From an optimization exercise on the open Yosys and OpenROAD flow, aimed at a short achievable clock period and few clock cycles; shortcuts taken in it are not production practice.
In this exercise RTL edits were held to simulation tests only and were not proved equivalent to the original.
Power figures rest on the tool's default switching activity, not on a simulated workload.

## config.mk

```make
export PLATFORM = sky130hd
export DESIGN_NAME = CPU
export DESIGN_NICKNAME = CPU
export VERILOG_FILES = /design/flow/design.v
export SDC_FILE = /design/flow/constraint.sdc
export NUM_CORES = 8
export LEC_CHECK = 0
export CAP_MARGIN = 20
export CORE_MARGIN = 2
export CORE_UTILIZATION = 30
export SLEW_MARGIN = 20
```

## constraint.sdc

```tcl
create_clock -name core_clock -period 9.0 [get_ports {clk}]
set_input_delay 1.8000 -clock core_clock [delete_from_list [all_inputs] [get_ports {clk}]]
set_output_delay 1.8000 -clock core_clock [all_outputs]
set_load 0.01 [all_outputs]
```

## design.v

```verilog
`timescale 1ns / 1ps
module ALU(
    input signed [31:0]a,b,
    input signed[3:0]s,
    output reg [31:0]y,
    output zero
    );
    parameter AND=4'b0000;
    parameter OR=4'b0001;
    parameter ADD=4'b0010;
    parameter SUB=4'b0110;
    parameter SLT=4'b0111;
    parameter NOR=4'b1100;
    parameter XOR=4'b1101;
    always @ (*)
    begin
        case(s)
            ADD:y=a+b;
            SUB:y=a+~b+1;
            AND:y=a&b;
            OR:y=a|b;
            XOR:y=a^b;
            NOR:y=~(a|b);
            SLT:y=(a<b)?1:0;
            default:y=0;
        endcase
    end
    assign zero = (y == 0) ? 1:0;
endmodule
`timescale 1ns / 1ps
module Control_Unit(
    input [5:0]op,
    input [5:0]funct,
    input [2:0]state,
    output PCWriteCond_E,PCWriteCond_NE,PCWrite,IorD,MemWrite,MemToReg,IRWrite,
    output [1:0]PCSource,
    output [3:0]ALUOp,
    output [1:0]ALUSrcB,
    output ALUSrcA,RegWrite,RegDst
    );
    parameter I=3'b000;
    parameter II=3'b001;
    parameter III=3'b010;
    parameter IV=3'b011;
    parameter V=3'b100;
    parameter AND=4'b0000;
    parameter OR=4'b0001;
    parameter ADD=4'b0010;
    parameter SUB=4'b0110;
    parameter SLT=4'b0111;
    parameter NOR=4'b1100;
    parameter XOR=4'b1101;
    parameter ADD_f=6'b100000;
    parameter AND_f=6'b100100;
    parameter NOR_f=6'b100111;
    parameter OR_f=6'b100101;
    parameter SLT_f=6'b101010;
    parameter XOR_f=6'b100110;
    parameter SUB_f=6'b100010;
    parameter SW=6'b101011;
    parameter LW=6'b100011;
    parameter Rtype=6'b000000;
    parameter BEQ=6'b000100;
    parameter BNE=6'b000101;
    parameter J=6'b000010;
    parameter ADDI=6'b001000;
    parameter ANDI=6'b001100;
    parameter ORI=6'b001101;
    parameter XORI=6'b001110;
    parameter SLTI=6'b001010;
    parameter Imm=3'b001;
    reg  [17:0]signal;
    assign {PCWriteCond_E,PCWriteCond_NE,PCWrite,IorD,MemWrite,MemToReg,IRWrite,ALUSrcA,RegWrite,RegDst,PCSource,ALUOp,ALUSrcB}=signal;
    always @ (*)
    begin
        if (state==I)
        begin
            signal=18'b001000100000001001;
        end
        else if (state==II)
        begin
            signal=18'b000000000000001011;
        end
        else if (state==III)
        begin
            if (op == LW || op == SW)
            begin
                signal=18'b000000010000001010;
            end
            else if (op[5:3]==Imm) 
            begin
                case(op)
                    ADDI:signal=18'b000000010000001010;
                    ANDI:signal=18'b000000010000000010;
                    ORI:signal=18'b000000010000000110;
                    XORI:signal=18'b000000010000110110;
                    SLTI:signal=18'b000000010000011110;
                    default:signal=18'd0;
                endcase
            end
            else if (op == Rtype)
            begin
                case(funct)
                    ADD_f:signal=18'b000000010000001000;
                    AND_f:signal=18'b000000010000000000;
                    NOR_f:signal=18'b000000010000110000;
                    OR_f:signal=18'b000000010000000100;
                    SLT_f:signal=18'b000000010000011100;
                    SUB_f:signal=18'b000000010000011000;
                    XOR_f:signal=18'b000000010000110100;
                    default:signal=18'd0;
                endcase
            end
            else if (op == BEQ)
            begin
                signal=18'b100000010001011000;
            end
            else if (op == BNE)
            begin
                signal=18'b010000010001011000;
            end
            else if (op == J) 
            begin
                signal=18'b001000000010001000;
            end
            else 
            begin
                signal=18'd0;
            end
        end
        else if (state==IV)
        begin
            if (op == LW)
            begin
                signal=18'b000100000000001000;
            end
            else if (op == SW)
            begin
                signal=18'b000110000000001000;
            end
            else if (op == Rtype) 
            begin
                signal=18'b000000001100001000;
            end
            else if (op[5:3] ==Imm) 
            begin
                signal=18'b000000001000001000;
            end
            else 
            begin
                signal=18'd0;
            end
        end
        else if (state==V)
        begin
            if (op == LW)
            begin
                signal=18'b000001001000001000;
            end
            else 
            begin
                signal=18'd0;
            end
        end
        else
        begin
            signal=18'd0;
        end
    end
endmodule
`timescale 1ns / 1ps
module Mux_2_5bits(
    input [4:0]in0,in1,
    input select,
    output [4:0]out
    );
    assign out = (select == 0) ? in0 : in1;
endmodule
`timescale 1ns / 1ps
module Mux_2(
    input [31:0]in0,in1,
    input select,
    output [31:0]out
    );
    assign out = (select == 0) ? in0 : in1;
endmodule
`timescale 1ns / 1ps
module Mux_4(
    input [31:0]in0,in1,in2,in3,
    input [1:0]select,
    output reg [31:0]out
    );
    always @ (*)
    begin
        case (select)
            2'b00:out=in0;
            2'b01:out=in1;
            2'b10:out=in2;
            2'b11:out=in3;
        endcase
    end
endmodule
`timescale 1ns / 1ps
module Reg_File(
    input [4:0]ra0,ra1,wa,
    input [31:0]wd,
    input we,rst,clk,
    output [31:0]rd0,rd1
    );
    reg [31:0]rf[31:0];
    always @ (posedge clk or posedge rst)
    begin
        if (rst)
        begin
            rf[0]=0;
            rf[1]=0;
            rf[2]=0;
            rf[3]=0;
            rf[4]=0;
            rf[5]=0;
            rf[6]=0;
            rf[7]=0;
            rf[8]=0;
            rf[9]=0;
            rf[10]=0;
            rf[11]=0;
            rf[12]=0;
            rf[13]=0;
            rf[14]=0;
            rf[15]=0;
            rf[16]=0;
            rf[17]=0;
            rf[18]=0;
            rf[19]=0;
            rf[20]=0;
            rf[21]=0;
            rf[22]=0;
            rf[23]=0;
            rf[24]=0;
            rf[25]=0;
            rf[26]=0;
            rf[27]=0;
            rf[28]=0;
            rf[29]=0;
            rf[30]=0;
            rf[31]=0;
        end
        else
        begin
            if (we)
            begin
                rf[wa]=wd;
                rf[0]=0;
            end
        end
    end
    assign rd0=rf[ra0];
    assign rd1=rf[ra1];
endmodule
`timescale 1ns / 1ps
module Register #(parameter WIDTH=32)(
    input [WIDTH-1:0]in,
    input clk,rst,we,
    output reg [WIDTH-1:0]out
    );
    always @ (posedge clk or posedge rst)
    begin
        if (rst)
            out<=0;
        else
        begin
            if (we)
                out<=in;
        end        
    end
endmodule
`timescale 1ns / 1ps
module SignExtend_Unit(
    input [15:0]in,
    output [31:0]out
    );
    assign out=(in[15]==0)?{16'h0000,in}:{16'hffff,in};
endmodule
`timescale 1ns / 1ps
module State_Machine(
    input clk,rst,
    output reg [2:0]state
    );
    always @ (posedge clk or posedge rst)
    begin
        if (rst)
            state<=3'b000;
        else
        begin
            if(state == 3'b100)
                state<=3'b000;
            else
                state<=state+1;
        end
    end
endmodule
`timescale 1ns / 1ps
module CPU(
    input clk,rst,
    input [31:0]mem_rdata,
    output [7:0]mem_addr,
    output [31:0]mem_wdata,
    output mem_we
    );
    wire PCWriteCond_E,PCWriteCond_NE,PCWrite,IorD,MemWrite,MemtoReg,IRWrite;
    wire [1:0]PCSource,ALUSrcB;
    wire [3:0]ALUOp;
    wire ALUSrcA,RegWrite,RegDst;
    wire zero,PC_WE;
    wire [31:0]ALU_out,PC_out,MEM_out,IR_out,DR_out;
    wire [31:0]RF1_out,RF2_out,A_out,B_out;
    wire [31:0]ALU_res;
    wire [31:0]PC_mux_out,ALUSrcA_mux_out;
    wire [31:0]Writedata,WriteData_mux_out,SignExtend_out,ALUSrcB_mux_out,PCSource_mux_out;
    wire [4:0]WriteReg_mux_out;
    wire [2:0]state;
    assign PC_WE=(((zero & PCWriteCond_E) | (~zero & PCWriteCond_NE)) | PCWrite);
    assign MEM_out=mem_rdata;
    assign mem_addr=PC_mux_out[7:0];
    assign mem_wdata=B_out;
    assign mem_we=MemWrite;
    Register PC (PCSource_mux_out,clk,rst,PC_WE,PC_out);
    Register IR (MEM_out,clk,rst,IRWrite,IR_out);
    Register DR (MEM_out,clk,rst,1,DR_out);
    Register A (RF1_out,clk,rst,1,A_out);
    Register B (RF2_out,clk,rst,1,B_out);
    Register ALUOut (ALU_res,clk,rst,1,ALU_out);
    Mux_2 PC_mux (PC_out,ALU_out,IorD,PC_mux_out);
    Mux_2 ALUSrcA_mux (PC_out,A_out,ALUSrcA,ALUSrcA_mux_out);
    Mux_2 WriteData_mux (ALU_out,DR_out,MemtoReg,WriteData_mux_out);
    Mux_2_5bits WriteRegister_mux (IR_out[20:16],IR_out[15:11],RegDst,WriteReg_mux_out);
    Mux_4 ALUSrcB_mux (B_out,1,SignExtend_out,SignExtend_out,ALUSrcB,ALUSrcB_mux_out);
    Mux_4 PCSource_mux (ALU_res,ALU_out,{PC_out[31:26],IR_out[25:0]},0,PCSource,PCSource_mux_out);
    State_Machine SM (clk,rst,state);
    Control_Unit CU (IR_out[31:26],IR_out[5:0],state,PCWriteCond_E,PCWriteCond_NE,PCWrite,IorD,MemWrite,MemtoReg,IRWrite,PCSource,ALUOp,ALUSrcB,ALUSrcA,RegWrite,RegDst); 
    Reg_File RF (IR_out[25:21],IR_out[20:16],WriteReg_mux_out,WriteData_mux_out,RegWrite,rst,clk,RF1_out,RF2_out);
    ALU alu (ALUSrcA_mux_out,ALUSrcB_mux_out,ALUOp,ALU_res,zero);
    SignExtend_Unit SEU (IR_out[15:0],SignExtend_out);
endmodule
```

## run.sh

```bash
#!/bin/bash
# synth_recipe.tcl (not shown) runs the flow's synth.tcl, then flattens the netlist and writes it again
# the make line also repeats each setting of config.mk as NAME=value (left out here)
make -C /OpenROAD-flow-scripts/flow DESIGN_CONFIG=/design/flow/config.mk WORK_HOME=/design/flow/orfs CLKGATE_MAP_FILE= SYNTH_SCRIPT=/design/flow/synth_recipe.tcl finish
```

==> metrics.md <==
| Metric | Value |
|---|---|
| Critical path class | `reg -> reg` |
| Share of post-route cells with drive strength above 1 | `10.0%` |
| Sequential share of the synthesized area | `49.4%` |
| Slew Limit Fails | `0` |
| FP Rows | `164` |
| CORE AREA | `199000 um^2` |
| Detailed placer's ending HPWL | `177000 um` |
| Clk slew on worst S/H paths | `0.06 ns` |
| IO Count | `75` |
| I/O Buffers | `74` |
| Largest fanout on the critical path | `26` |
| Top post-synthesis cells by area | `dfrtp_1 49%, a22oi_1 7.6%, a21oi_1 7.6%, nor2_1 6.0%, clkbuf_1 3.3%` |
| # resized after CTS | `0` |
| DP Cell Count | `8868` |
| Die X | `452 um` |
| Clock Tree Buf Depth | `3` |
| Synth area leader | `dfrtp_1` |
| Mapped Cells | `6535` |
| Root Buffer | `clkbuf_16` |
| Worst Setup End Kind | `flop` |
| Post-DR wirelength/cell | `34.0 um` |
| Max IR drop VDD | `0.203 mV` |
| Total Wirelength | `310000 um` |
| Number of buffers created by CTS | `131` |
| Final-stage net count | `6509` |
| GPL Wtd Cong | `0.956` |
| Final Cycle Share | `91.2%` |
| Critical Path AT | `8.86 ns` |
| First-pass GRT wire length | `432000 um` |
| Max-cap violations | `0` |
| Initial antenna violation count | `22` |
| Remaining DRCs | `0` |
| Layout fillers | `20200` |
| Clk sinks | `1187` |
| Clk_skew | `0.0507 ns` |
| Initial Util | `30.1%` |
| Hold Violations, Final | `0` |
| Die height | `452 um` |
| Count of cell types in the netlist | `100` |
| First-pass iteration count of the detailed router | `13` |
| CTS tree | `done` |
| H-tree Lvls | `4` |
| Setup Buffers After CTS | `0` |
| F_max | `122 MHz` |
| Largest net degree at the start of global routing | `164` |
| Via density | `6.51` |
| Mean Syn Cell Area | `9.20 um^2` |
| Area delta synth->final | `15.1%` |
| Startpoint Class | `flop` |
| Synthesized net count | `6690` |
| Post-route ant nets | `0` |
| Final setup fails | `0` |
| YS warnings | `11` |
| Register bit total from synthesis | `1187` |
| Main flop type after synthesis | `dfrtp_1` |
| CP Data Required Time | `9.65 ns` |
| Status | `finished clean` |
| Overall Global Routing Usage | `29.4%` |
| GR Overflow Total | `0` |
| Slew @ Worst Pin | `1.29 ns` |
| Min Tclk post-route | `8.21 ns` |
| Unrepaired setup endpoints after global routing | `false` |
| Area of the die | `204000 um^2` |
| Area occupied by multi-input gates | `28700 um^2` |
| Number of global-route vias before repair | `55400` |
| Setup TNS Final | `0 ns` |
| Fraction of registers with async set/reset | `100%` |
| Post-Route Utilization | `34.7%` |
| Worst Hold Class | `reg -> reg` |
| Post-cts hold buffer count | `0` |
| Clock latency on the worst-skew pair | `0.82 ns` |
| Post-synth EDFFs | `0` |
| P per Cell Area | `195 nW/um^2` |
| DRT iter0 DRCs | `10200` |
| Max-slew headroom | `13.6%` |
| Reg area | `29700 um^2` |
| Via count | `59500` |
| Synth Cell Area | `60100 um^2` |
| Leak | `30.0 nW` |
| Synth top area share | `49.4%` |
| Final cell count without fillers | `9143` |
==> area by class of cell <==
cell class | instances | share of cell area (%)
Clock inverter | 54 | 0.906
Inverter | 126 | 0.689
Sequential cell | 1187 | 42.9
Antenna cell | 30 | 0.109
Timing Repair Buffer | 263 | 3.51
Multi-Input combinational cell | 4645 | 41.5
Tap cell | 2656 | 4.80
Clock buffer | 182 | 5.51
==> sequential cells by signal, indices dropped and copies added (netlist names) <==
name / flops
RF.rf: 992
A.out: 32
ALUOut.out: 32
B.out: 32
DR.out: 32
IR.out: 32
PC.out: 32
SM.state: 3
==> where the power goes <==
group | switching (W) | internal [W]
Combinational | 0.00135 | 0.000603
Sequential | 0.000279 | 0.00560
Clock | 0.00237 | 0.00327
==> routing by layer <==
| layer | wire, um | global-route usage (%) | up-vias |
|---|---|---|---|
| li1 | - | - | 23700 |
| met1 | 112000 | 36.4 | 28900 |
| met2 | 127000 | 42.0 | 5331 |
| met3 | 47000 | 12.9 | 1624 |
| met4 | 24300 | 17.8 | 24 |
| met5 | 276 | 0.933 | - |
==> Yosys cell counts (all sizes together) (5+ instances only) <==
cell / number
dfrtp: 1187
nor2: 966
a21oi: 911
a22oi: 609
clkbuf: 528
nand2: 454
o21ai: 274
nand3: 199
a22o: 179
a221oi: 171
inv: 126
ha: 119
nand4: 112
a222oi: 64
mux2: 60
mux2i: 55
or4: 52
buf: 49
nor3: 49
or3: 30
nand2b: 23
a211oi: 22
xnor2: 22
a31oi: 18
a21o: 16
nor2b: 15
o211ai: 15
and3: 12
a2111oi: 11
nor3b: 11
nor4: 11
o22ai: 11
o31ai: 11
or2: 11
o21bai: 10
o221ai: 9
o2111ai: 7
and2: 6
nand3b: 6
o31a: 6
o41ai: 6
a21boi: 5
a221o: 5
a41oi: 5
o21a: 5
==> worst max-delay path, cell delays in order (launching register included) <==
cell      delay [ns]
dfrtp_1         0.40
inv_1           0.09
ha_1            0.37
or4b_1          0.76
a21oi_4         0.33
buf_4           0.30
buf_4           0.31
mux2_2          0.41
ha_1            0.49
buf_4           0.22
nand4_1         0.25
nor3_1          0.40
nand4_1         0.36
nand3_1         0.20
nand2_1         0.12
o21bai_1        0.19
mux2_2          0.35
a221oi_1        0.80
inv_1           0.16
nor2_1          0.55
nand3_4         0.13
a31oi_4         0.22
buf_12          0.24
mux2_2          0.37
==> cells by family after synthesis <==
logic type,after synthesis,share of synthesized area (%)
and+or+nand+nor,1973,14.5
AOI/OAI and AO/OA,2411,26.5
xor gates and xnor gates,25,0.364
DFF,1187,49.4
muxes,115,2.17
buffers and inverters,703,4.52
adders and majority gates,121,2.54
==> final timing paths <==
check                          endpoint         from  slack (ns)  cells after the start
max                          PC.out[20]  SM.state[0]        0.79                     23
min                         SM.state[0]  SM.state[0]        0.50                      1
max reg2reg                  PC.out[20]  SM.state[0]        0.79                     23
min reg2reg                 SM.state[0]  SM.state[0]        0.50                      1
max in group asynchronous  RF.rf[2][18]          rst        5.84                      4
min in group asynchronous    DR.out[25]          rst        1.31                      2
==> per-stage QoR <==
stage / instance area (um^2) / power [W] / worst slack [ns] / hold WS (ns)
after CTS: 68900 / 0.0134 / 1.01 / 0.508
after floorplan: 60100 / 0.00703 / -9.19 / 0.453
final: 69200 / 0.0135 / 0.788 / 0.504
after detailed placement: 64400 / 0.00781 / 1.08 / 0.496
after global placement: 64400 / 0.00781 / 1.16 / 0.486
after global routing: 69100 / 0.0138 / 0.471 / 0.525
==> cell usage in the layout, fill, tap and decap left out, drive strengths merged, types with 12 or more instances in the layout <==
master         synthesis  final
clkdlybuf4s50          0     74
o211ai                15     15
nand2b                23     23
a211oi                22     22
mux2i                 55     55
o21ai                274    274
nor2                 966    966
or4                   52     52
nand4                112    112
mux2                  60     60
ha                   119    119
a22oi                609    609
or3                   30     30
a22o                 179    179
a21o                  16     16
a31oi                 18     18
nand2                454    454
buf                   49    189
dfrtp               1187   1187
a221oi               171    171
inv                  126    137
a21oi                911    911
xnor2                 22     22
nand3                199    199
and3                  12     12
diode                  0     30
nor3                  49     49
clkbuf               528    182
nor2b                 15     15
clkinv                 0     25
a222oi                64     64
Testbench counts, summed over its fixed seeds: cycles 373,098.

-- port drivers added, routing unchanged --
How much do the figures lean on ideal ports? The routed layout below was timed once more, with nothing changed but the port constraints.
Step 1 assumes that a clkbuf_16 drives the clock port and a buf_2 every other input.
Step 2 times the ports against the registers' clock, not the clock port: input delays grow and output delays shrink by t, the midpoint of the rising clock arrivals with the driver on.
Slacks: no drivers / after step 1 / after step 2; pairs: no drivers / after step 1.
t (ns): 0.884
slack for setup (ns): 0.788 / 0.788 / 0.788
slew at the worst register clock pin (ns): 0.07 / 0.07
worst data-port slew with drivers (ns): 0.14
After both steps setup and hold are still met in this run. For this run, drivers alone change the setup slack by 0.000 ns; drivers and shift together by 0.000 ns.
